This design comes from an exercise in tuning for small area and a short achievable clock period on the open sky130 flow, not from production work.
The RTL was checked by simulation tests, not by an equivalence proof against the original design.
The flow treats the clock pin as an ideal source, which a real chip does not have.
Power and IR drop assume default switching activity.

## job 9846
// memory_design
module memory_design(output reg [7:0] data_output, input [7:0] data_input, input [5:0] address, input enable, read_write, clk);
    wire [7:0] lo_n [0:3];
    wire [7:0] lo   [0:3];
    wire [7:0] hi_n, hw_n;
    wire       rd;
    dec_hi dh(.a(address[5:3]), .enable(enable), .read_write(read_write),
              .hi_n(hi_n), .hw_n(hw_n), .rd(rd));
    wire [7:0] word [0:63];
    wire [7:0] grp  [0:7];
    wire [7:0] nxt;
    genvar i, j, b;
    generate
        for (j = 0; j < 4; j = j + 1) begin : dl
            dec_lo m(.a(address[2:0]), .lo_n(lo_n[j]), .lo(lo[j]));
        end
        for (i = 0; i < 64; i = i + 1) begin : w
            reg  [7:0] q;
            wire [7:0] d;
            wire       we, we_n;
            g_nor2 e(.a(hw_n[i/8]), .b(lo_n[i/16][i%8]), .y(we));
            g_inv  n(.a(we), .y(we_n));
            for (b = 0; b < 8; b = b + 1) begin : s
                g_ao22 m(.a1(data_input[b]), .a2(we), .b1(q[b]), .b2(we_n), .y(d[b]));
            end
            always @(posedge clk)
                q <= d;
            assign word[i] = q;
        end
  ...
For scale: ~1600 cells after synthesis, about 25 I/O pins.
Settings: LEC_CHECK=0, CAP_MARGIN=20, CORE_MARGIN=2, CORE_UTILIZATION=60, CTS_CLUSTER_DIAMETER=100, CTS_CLUSTER_SIZE=26, SETUP_SLACK_MARGIN=1.45, SLEW_MARGIN=20, SYNTH_HIERARCHICAL=1; clock period 3.0 ns.
standard.sh (not shown) runs the stock make flow with config.mk's settings and CLKGATE_MAP_FILE= SYNTH_SCRIPT=/design/flow/synth_recipe.tcl, a recipe that flattens the netlist after the stock synthesis.
==> flow/flow/run.sh <==
#!/bin/bash
# The standard layout with these changes:
# - the port buffers are buf_4 cells, not the resizer's default pick (a slow
#   delay buffer);
# - before floorplanning, combinational cells are set back to drive 1
#   (downsize.tcl), leaving their sizing to the flow's timing repairs;
# - the steps that size or insert cells don't use delay or low-power cells
#   (dontuse.tcl).
# Tool output goes to std.log.
F=$PWD/flow
bash standard.sh 'BUFFER_PORTS_ARGS=-buffer_cell sky130_fd_sc_hd__buf_4' \
  "PRE_FLOORPLAN_TCL=$F/pre_floorplan.tcl" \
  "PRE_GLOBAL_PLACE_TCL=$F/dontuse.tcl" \
  "PRE_RESIZE_TCL=$F/dontuse.tcl" \
  "PRE_DETAIL_PLACE_TCL=$F/dontuse.tcl" \
  "PRE_CTS_TCL=$F/dontuse.tcl" \
  "PRE_GLOBAL_ROUTE_TCL=$F/dontuse.tcl" \
  "PRE_REPAIR_TIMING_POST_PLACE_TCL=$F/dontuse.tcl" \
  finish > std.log 2>&1
==> flow/flow/dontuse.tcl <==
# Keep the timing repairs from picking slow delay and low-power cells for
# logic and port buffers.
set_dont_use {sky130_fd_sc_hd__clkinvlp_* sky130_fd_sc_hd__clkdlybuf4s* sky130_fd_sc_hd__dlygate* sky130_fd_sc_hd__dlymetal*}
==> flow/flow/downsize.tcl <==
# Before floorplanning: set every combinational cell that synthesis sized up
# back to its smallest (drive 1) variant of the same footprint; the timing
# repairs later in the flow size up what the layout's timing needs.
set db [ord::get_db]
set n 0
foreach inst [[ord::get_db_block] getInsts] {
  set name [[$inst getMaster] getName]
  if {![regexp {^(sky130_fd_sc_hd__[a-z0-9]+)_([0-9]+)$} $name -> base drive]} { continue }
  if {$drive == 1} { continue }
  if {[regexp {__(df|edf|sdf|sedf|dl|conb|tap|fill|decap|buf|clkbuf|clkdly|dlygate|dlymetal)} $base]} { continue }
  set m [$db findMaster ${base}_1]
  if {$m eq "NULL" || $m eq ""} { continue }
  $inst swapMaster $m
  incr n
}
puts "downsize.tcl: set $n cells to drive 1"
==> flow/flow/pre_floorplan.tcl <==
source [file join [file dirname [info script]] dontuse.tcl]
source [file join [file dirname [info script]] downsize.tcl]
Modified inputs, job 4964 compared to job 9846
- CTS_CLUSTER_SIZE now 30, was 26
- SETUP_SLACK_MARGIN now 1.4, was 1.45
## What came out
- For the number of buffers created by CTS, job 4964 came in 2 lower than job 9846 did.
- Job 9846 → job 4964: maximum operating frequency flat; number of port buffers flat.
- Job 4964: all stages complete, timing, DRC and antenna checks passed
- Critical path endpoint = data_output[7]: job 4964; critical path endpoint = data_output[6]: job 9846
## Diff of input files: job 1656 against job 4964
- CORE_UTILIZATION now 65, was 60
- CTS_CLUSTER_SIZE now 26, was 30
Notes after the runs:
Job 1656: full flow OK, the timing, DRC and antenna checks passed. Worst setup path startpoint: data_output[7] -> job 4964, data_output[2] -> job 1656. Detailed placer's ending HPWL of job 1656 is on par with job 4964. Compared with job 4964, job 1656 has less setup slack. Cmp job 1656 vs job 4964: relative slew slack higher in job 1656. The final reports for job 1656 and job 4964 show shortest period the worst path allows higher in the former. Any difference in combinational share of power between job 4964 and job 1656 is small enough to ignore.
Relative to job 1656, the following input files were edited for job 2038:
- swapping 65 for 60 in CORE_UTILIZATION
--- outcome ---
- In the tables for job 2038 and job 1656, leakage dissipation reads higher with job 1656.
- In job 2038 the fraction of the core area covered by cells at the end of the flow turned out 5.9 points lower than in job 1656.
- Changes observed in job 2038 relative to job 1656: number of gates given a new drive strength after cts rose by 21, wire length of the first global-routing pass stayed essentially flat, share of total power consumed by net switching rose by 0.15 points.
- Re final instance area: job 1656 was lower than job 2038.
- Standard-cell row count was lower in job 1656 than in job 2038.
- ~same aggregate routed wire length in job 2038 and job 1656
- In job 2038, the die area came out about 8% above the value in job 1656.
- Power per cell area, job 2038 and job 1656: larger value in job 1656

========
job 5889:
Another version of the RTL of memory_design (not shown whole).
For scale: ~520 flip-flops, roughly 25 I/O pins, ~19000 µm² of cells after synthesis.
==> flow/config.mk <==
export PLATFORM = sky130hd
export DESIGN_NAME = memory_design
export DESIGN_NICKNAME = memory_design
export VERILOG_FILES = /design/flow/design.v
export SDC_FILE = /design/flow/constraint.sdc
export NUM_CORES = 4
export LEC_CHECK = 0
export CAP_MARGIN = 20
export CORE_MARGIN = 2
export CORE_UTILIZATION = 60
export CTS_CLUSTER_DIAMETER = 100
export CTS_CLUSTER_SIZE = 30
export SETUP_SLACK_MARGIN = 1.6
export SLEW_MARGIN = 20
export SYNTH_HIERARCHICAL = 1
==> flow/constraint.sdc <==
create_clock -name core_clock -period 3.0 [get_ports {clk}]
set_input_delay 0.6000 -clock core_clock [delete_from_list [all_inputs] [get_ports {clk}]]
set_output_delay 0.6000 -clock core_clock [all_outputs]
set_load 0.01 [all_outputs]
==> flow/flow/run.sh <==
#!/bin/bash
# The standard layout, with the port buffers made as buf_4 cells instead of
# the resizer's default pick (a slow delay buffer). Tool output goes to std.log.
bash standard.sh 'BUFFER_PORTS_ARGS=-buffer_cell sky130_fd_sc_hd__buf_4' finish > std.log 2>&1
## Diff of input files: job 5784 against job 5889
- changing SETUP_SLACK_MARGIN from 1.6 to 1.4
## What came out
In the flow results for job 5889 and job 5784, the global-route met2 utilization is smaller on job 5889.
Job 5784 against job 5889; overall power of the completed layout is down slightly.
Changes observed in job 5784 relative to job 5889: ratio of routed vias to standard cells decreased by 0.21 relative to the old numbers; net switching share of the total power decreased by 0.26 points relative to the old numbers; final clock period utilization by the worst path decreased by 4.4 points relative to the old numbers.
Power density over the cells: job 5784 < job 5889
Job 5784 vs job 5889: share of final layout cell area taken by non-clock buffers down
Re die area: no difference whatsoever between job 5784 and job 5889.
There was hardly any difference in proportion of power drawn by combinational gates between job 5889 and job 5784.
| worst hold slack | job 5784 vs job 5889 | worse |
On weighted congestion reported at the end of routability-driven placement, the higher figure sits with job 5784, not job 5889.
Setup changes, job 5784 to job 1277
- CTS_CLUSTER_DIAMETER no longer set, was 100
- CTS_CLUSTER_SIZE no longer set, was 30
- SETUP_SLACK_MARGIN now 1.2, was 1.4
Job 1277 vs job 5784 — number of diodes added for antenna fixing rose 1. Of the two values seen for slowest cell on the critical path, sky130_fd_sc_hd__nor2_2 was produced by job 1277 and sky130_fd_sc_hd__nor4_2 by job 5784. Global routing usage on met2 down 7.6 points in job 1277 wrt job 5784. Clock latency reported for the late side of the worst-skew pair across job 1277 and job 5784: no real change. Summary of job 1277 over job 5784: full die area has remained practically unchanged, critical path depth decreased by 3 relative to the old numbers, cell area after layout fell 6.6%, via count decreased about 5.4%. Of job 1277 and job 5784, job 1277 shows the lower number of standard cells in the layout, taps in and fillers out, with job 5784 above it.

========
Setup of birch:
The RTL this note starts from:
==> flow/design.v <==
module g_inv(input a, output y);
    assign y = ~a;
endmodule
module g_nand3(input a, input b, input c, output y);
    assign y = ~(a & b & c);
endmodule
module g_nand4(input a, input b, input c, input d, output y);
    assign y = ~(a & b & c & d);
endmodule
module g_aoi22(input a1, input a2, input b1, input b2, output y);
    assign y = ~((a1 & a2) | (b1 & b2));
endmodule
module g_oai22(input a1, input a2, input b1, input b2, output y);
    assign y = ~((a1 | a2) & (b1 | b2));
endmodule
module g_and2(input a, input b, output y);
    assign y = a & b;
endmodule
module g_ao22(input a1, input a2, input b1, input b2, output y);
    assign y = (a1 & a2) | (b1 & b2);
endmodule
module g_nor2(input a, input b, output y);
    assign y = ~(a | b);
endmodule
module g_oa211(input a1, input a2, input b, input c, output y);
    assign y = (a1 | a2) & b & c;
endmodule
module dec_lo(input [2:0] a, output [7:0] lo_n, output [7:0] lo);
    wire [2:0] an;
    genvar k;
    generate
        for (k = 0; k < 3; k = k + 1) begin : i
            g_inv m(.a(a[k]), .y(an[k]));
        end
        for (k = 0; k < 8; k = k + 1) begin : d
            g_nand3 m(.a(k & 1 ? a[0] : an[0]), .b(k & 2 ? a[1] : an[1]),
                      .c(k & 4 ? a[2] : an[2]), .y(lo_n[k]));
            g_inv   v(.a(lo_n[k]), .y(lo[k]));
        end
    endgenerate
endmodule
module dec_hi(input [2:0] a, input enable, input read_write,
              output [7:0] hi_n, output [7:0] hw_n, output rd);
    wire [2:0] an;
    wire       en_n, wr;
    g_inv  ie(.a(enable), .y(en_n));
    g_nor2 r(.a(en_n), .b(read_write), .y(rd));
    g_and2 w(.a(enable), .b(read_write), .y(wr));
    genvar k;
    generate
        for (k = 0; k < 3; k = k + 1) begin : i
            g_inv m(.a(a[k]), .y(an[k]));
        end
        for (k = 0; k < 8; k = k + 1) begin : d
            g_nand4 h(.a(rd), .b(k & 1 ? a[0] : an[0]), .c(k & 2 ? a[1] : an[1]),
                      .d(k & 4 ? a[2] : an[2]), .y(hi_n[k]));
            g_nand4 v(.a(wr), .b(k & 1 ? a[0] : an[0]), .c(k & 2 ? a[1] : an[1]),
                      .d(k & 4 ? a[2] : an[2]), .y(hw_n[k]));
        end
    endgenerate
endmodule
module rd_grp(input [7:0] d, input [7:0] sel, output y);
    wire [3:0] z;
    g_aoi22 o0(.a1(d[0]), .a2(sel[0]), .b1(d[1]), .b2(sel[1]), .y(z[0]));
    g_aoi22 o1(.a1(d[2]), .a2(sel[2]), .b1(d[3]), .b2(sel[3]), .y(z[1]));
    g_aoi22 o2(.a1(d[4]), .a2(sel[4]), .b1(d[5]), .b2(sel[5]), .y(z[2]));
    g_aoi22 o3(.a1(d[6]), .a2(sel[6]), .b1(d[7]), .b2(sel[7]), .y(z[3]));
    g_nand4 n(.a(z[0]), .b(z[1]), .c(z[2]), .d(z[3]), .y(y));
endmodule
module rd_col(input [7:0] g, input [7:0] sel_n, input rd, input q, output y);
    wire [3:0] z;
    wire [1:0] p;
    g_oai22 o0(.a1(g[0]), .a2(sel_n[0]), .b1(g[1]), .b2(sel_n[1]), .y(z[0]));
    g_oai22 o1(.a1(g[2]), .a2(sel_n[2]), .b1(g[3]), .b2(sel_n[3]), .y(z[1]));
    g_oai22 o2(.a1(g[4]), .a2(sel_n[4]), .b1(g[5]), .b2(sel_n[5]), .y(z[2]));
    g_oai22 o3(.a1(g[6]), .a2(sel_n[6]), .b1(g[7]), .b2(sel_n[7]), .y(z[3]));
    g_nor2 n0(.a(z[0]), .b(z[1]), .y(p[0]));
    g_nor2 n1(.a(z[2]), .b(z[3]), .y(p[1]));
    g_oa211 f(.a1(q), .a2(rd), .b(p[0]), .c(p[1]), .y(y));
endmodule
module memory_design(output reg [7:0] data_output, input [7:0] data_input, input [5:0] address, input enable, read_write, clk);
    wire [7:0] lo_n [0:3];
    wire [7:0] lo   [0:3];
    wire [7:0] hi_n, hw_n;
    wire       rd;
    dec_hi dh(.a(address[5:3]), .enable(enable), .read_write(read_write),
              .hi_n(hi_n), .hw_n(hw_n), .rd(rd));
    wire [7:0] word [0:63];
    wire [7:0] grp  [0:7];
    wire [7:0] nxt;
    genvar i, j, b;
    generate
        for (j = 0; j < 4; j = j + 1) begin : dl
            dec_lo m(.a(address[2:0]), .lo_n(lo_n[j]), .lo(lo[j]));
        end
        for (i = 0; i < 64; i = i + 1) begin : w
            reg  [7:0] q;
            wire [7:0] d;
            wire       we, we_n;
            g_nor2 e(.a(hw_n[i/8]), .b(lo_n[i/16][i%8]), .y(we));
            g_inv  n(.a(we), .y(we_n));
            for (b = 0; b < 8; b = b + 1) begin : s
                g_ao22 m(.a1(data_input[b]), .a2(we), .b1(q[b]), .b2(we_n), .y(d[b]));
            end
            always @(posedge clk)
                q <= d;
            assign word[i] = q;
        end
        for (j = 0; j < 8; j = j + 1) begin : g
            for (b = 0; b < 8; b = b + 1) begin : c
                rd_grp m(.d({word[8*j+7][b], word[8*j+6][b], word[8*j+5][b], word[8*j+4][b],
                             word[8*j+3][b], word[8*j+2][b], word[8*j+1][b], word[8*j][b]}),
                         .sel(lo[j/2]), .y(grp[j][b]));
            end
        end
        for (b = 0; b < 8; b = b + 1) begin : r
            rd_col m(.g({grp[7][b], grp[6][b], grp[5][b], grp[4][b],
                         grp[3][b], grp[2][b], grp[1][b], grp[0][b]}),
                     .sel_n(hi_n), .rd(rd), .q(data_output[b]), .y(nxt[b]));
        end
    endgenerate
    always @(posedge clk)
        data_output <= nxt;
endmodule
Settings: LEC_CHECK=0, CAP_MARGIN=20, CORE_MARGIN=2, CORE_UTILIZATION=60, CTS_CLUSTER_DIAMETER=100, CTS_CLUSTER_SIZE=22, SETUP_SLACK_MARGIN=1.4, SLEW_MARGIN=20, SYNTH_HIERARCHICAL=1; clock period 3.0 ns.
==> flow/flow/run.sh <==
#!/bin/bash
# The standard layout with these changes:
# - the port buffers are buf_4 cells, not the resizer's default pick (a slow
#   delay buffer);
# - before floorplanning, combinational cells are set back to drive 1
#   (downsize.tcl), leaving their sizing to the flow's timing repairs;
# - the steps that size or insert cells don't use delay or low-power cells
#   (dontuse.tcl).
# Tool output goes to std.log.
F=$PWD/flow
bash standard.sh 'BUFFER_PORTS_ARGS=-buffer_cell sky130_fd_sc_hd__buf_4' \
  "PRE_FLOORPLAN_TCL=$F/pre_floorplan.tcl" \
  "PRE_GLOBAL_PLACE_TCL=$F/dontuse.tcl" \
  "PRE_RESIZE_TCL=$F/dontuse.tcl" \
  "PRE_DETAIL_PLACE_TCL=$F/dontuse.tcl" \
  "PRE_CTS_TCL=$F/dontuse.tcl" \
  "PRE_GLOBAL_ROUTE_TCL=$F/dontuse.tcl" \
  "PRE_REPAIR_TIMING_POST_PLACE_TCL=$F/dontuse.tcl" \
  finish > std.log 2>&1
Scripts as last shown in full above: flow/flow/dontuse.tcl, flow/flow/downsize.tcl, flow/flow/pre_floorplan.tcl
birch ran to completion and came out clean on the timing, DRC and antenna checks.
Setup changes, birch to oak
Settings: a change of SETUP_SLACK_MARGIN from 1.4 to 1.5; a change of CTS_CLUSTER_SIZE from 22 to 30.
Results
Lower non-clock buffer count in the final layout was reported by birch, not oak. Min number of filler cells placed in the layout across birch and oak: oak. Between oak and birch, it is oak whose clock period minus worst slack is lower, by 0.011 ns.

[separate check: timing with driven ports]
How much do the figures lean on ideal ports? The routed layouts below were timed once more, with nothing changed but the port constraints.
Step 1, drivers: a clkbuf_16 drives clk and a buf_2 each remaining input, both assumed.
Step 2 adds t to the input delays and takes it off the output delays; t is the mean of the earliest and latest rising clock arrival at the registers after step 1. Input paths then give back, and output paths get back, about the clock's delay inside the block.
Slacks: ideal ports / drivers / drivers and shift; pairs: ideal ports / drivers.
run | t, ns | setup slack, ns | latest minus earliest clock arrival (ns)
job 9846 | 0.613 | 1.318 / 1.264 / 0.677 | 0.021 / 0.021
job 4964 | 0.599 | 1.318 / 1.264 / 0.692 | 0.027 / 0.027
job 1656 | 0.609 | 1.290 / 1.219 / 0.610 | 0.020 / 0.020
job 2038 | 0.614 | 1.321 / 1.267 / 0.726 | 0.026 / 0.026
job 5889 | 0.609 | 1.195 / 0.841 / 0.232 | 0.031 / 0.032
job 5784 | 0.597 | 1.328 / 1.000 / 0.403 | 0.034 / 0.035
job 1277 | 0.601 | 1.153 / 1.079 / 0.478 | 0.017 / 0.017
birch | 0.625 | 1.304 / 1.250 / 0.655 | 0.018 / 0.018
oak | 0.599 | 1.315 / 1.259 / 0.695 | 0.030 / 0.031
After both steps setup and hold are still met in every run listed. For job 5889, which loses most, drivers alone change the setup slack by -0.354 ns; drivers and shift together by -0.963 ns.
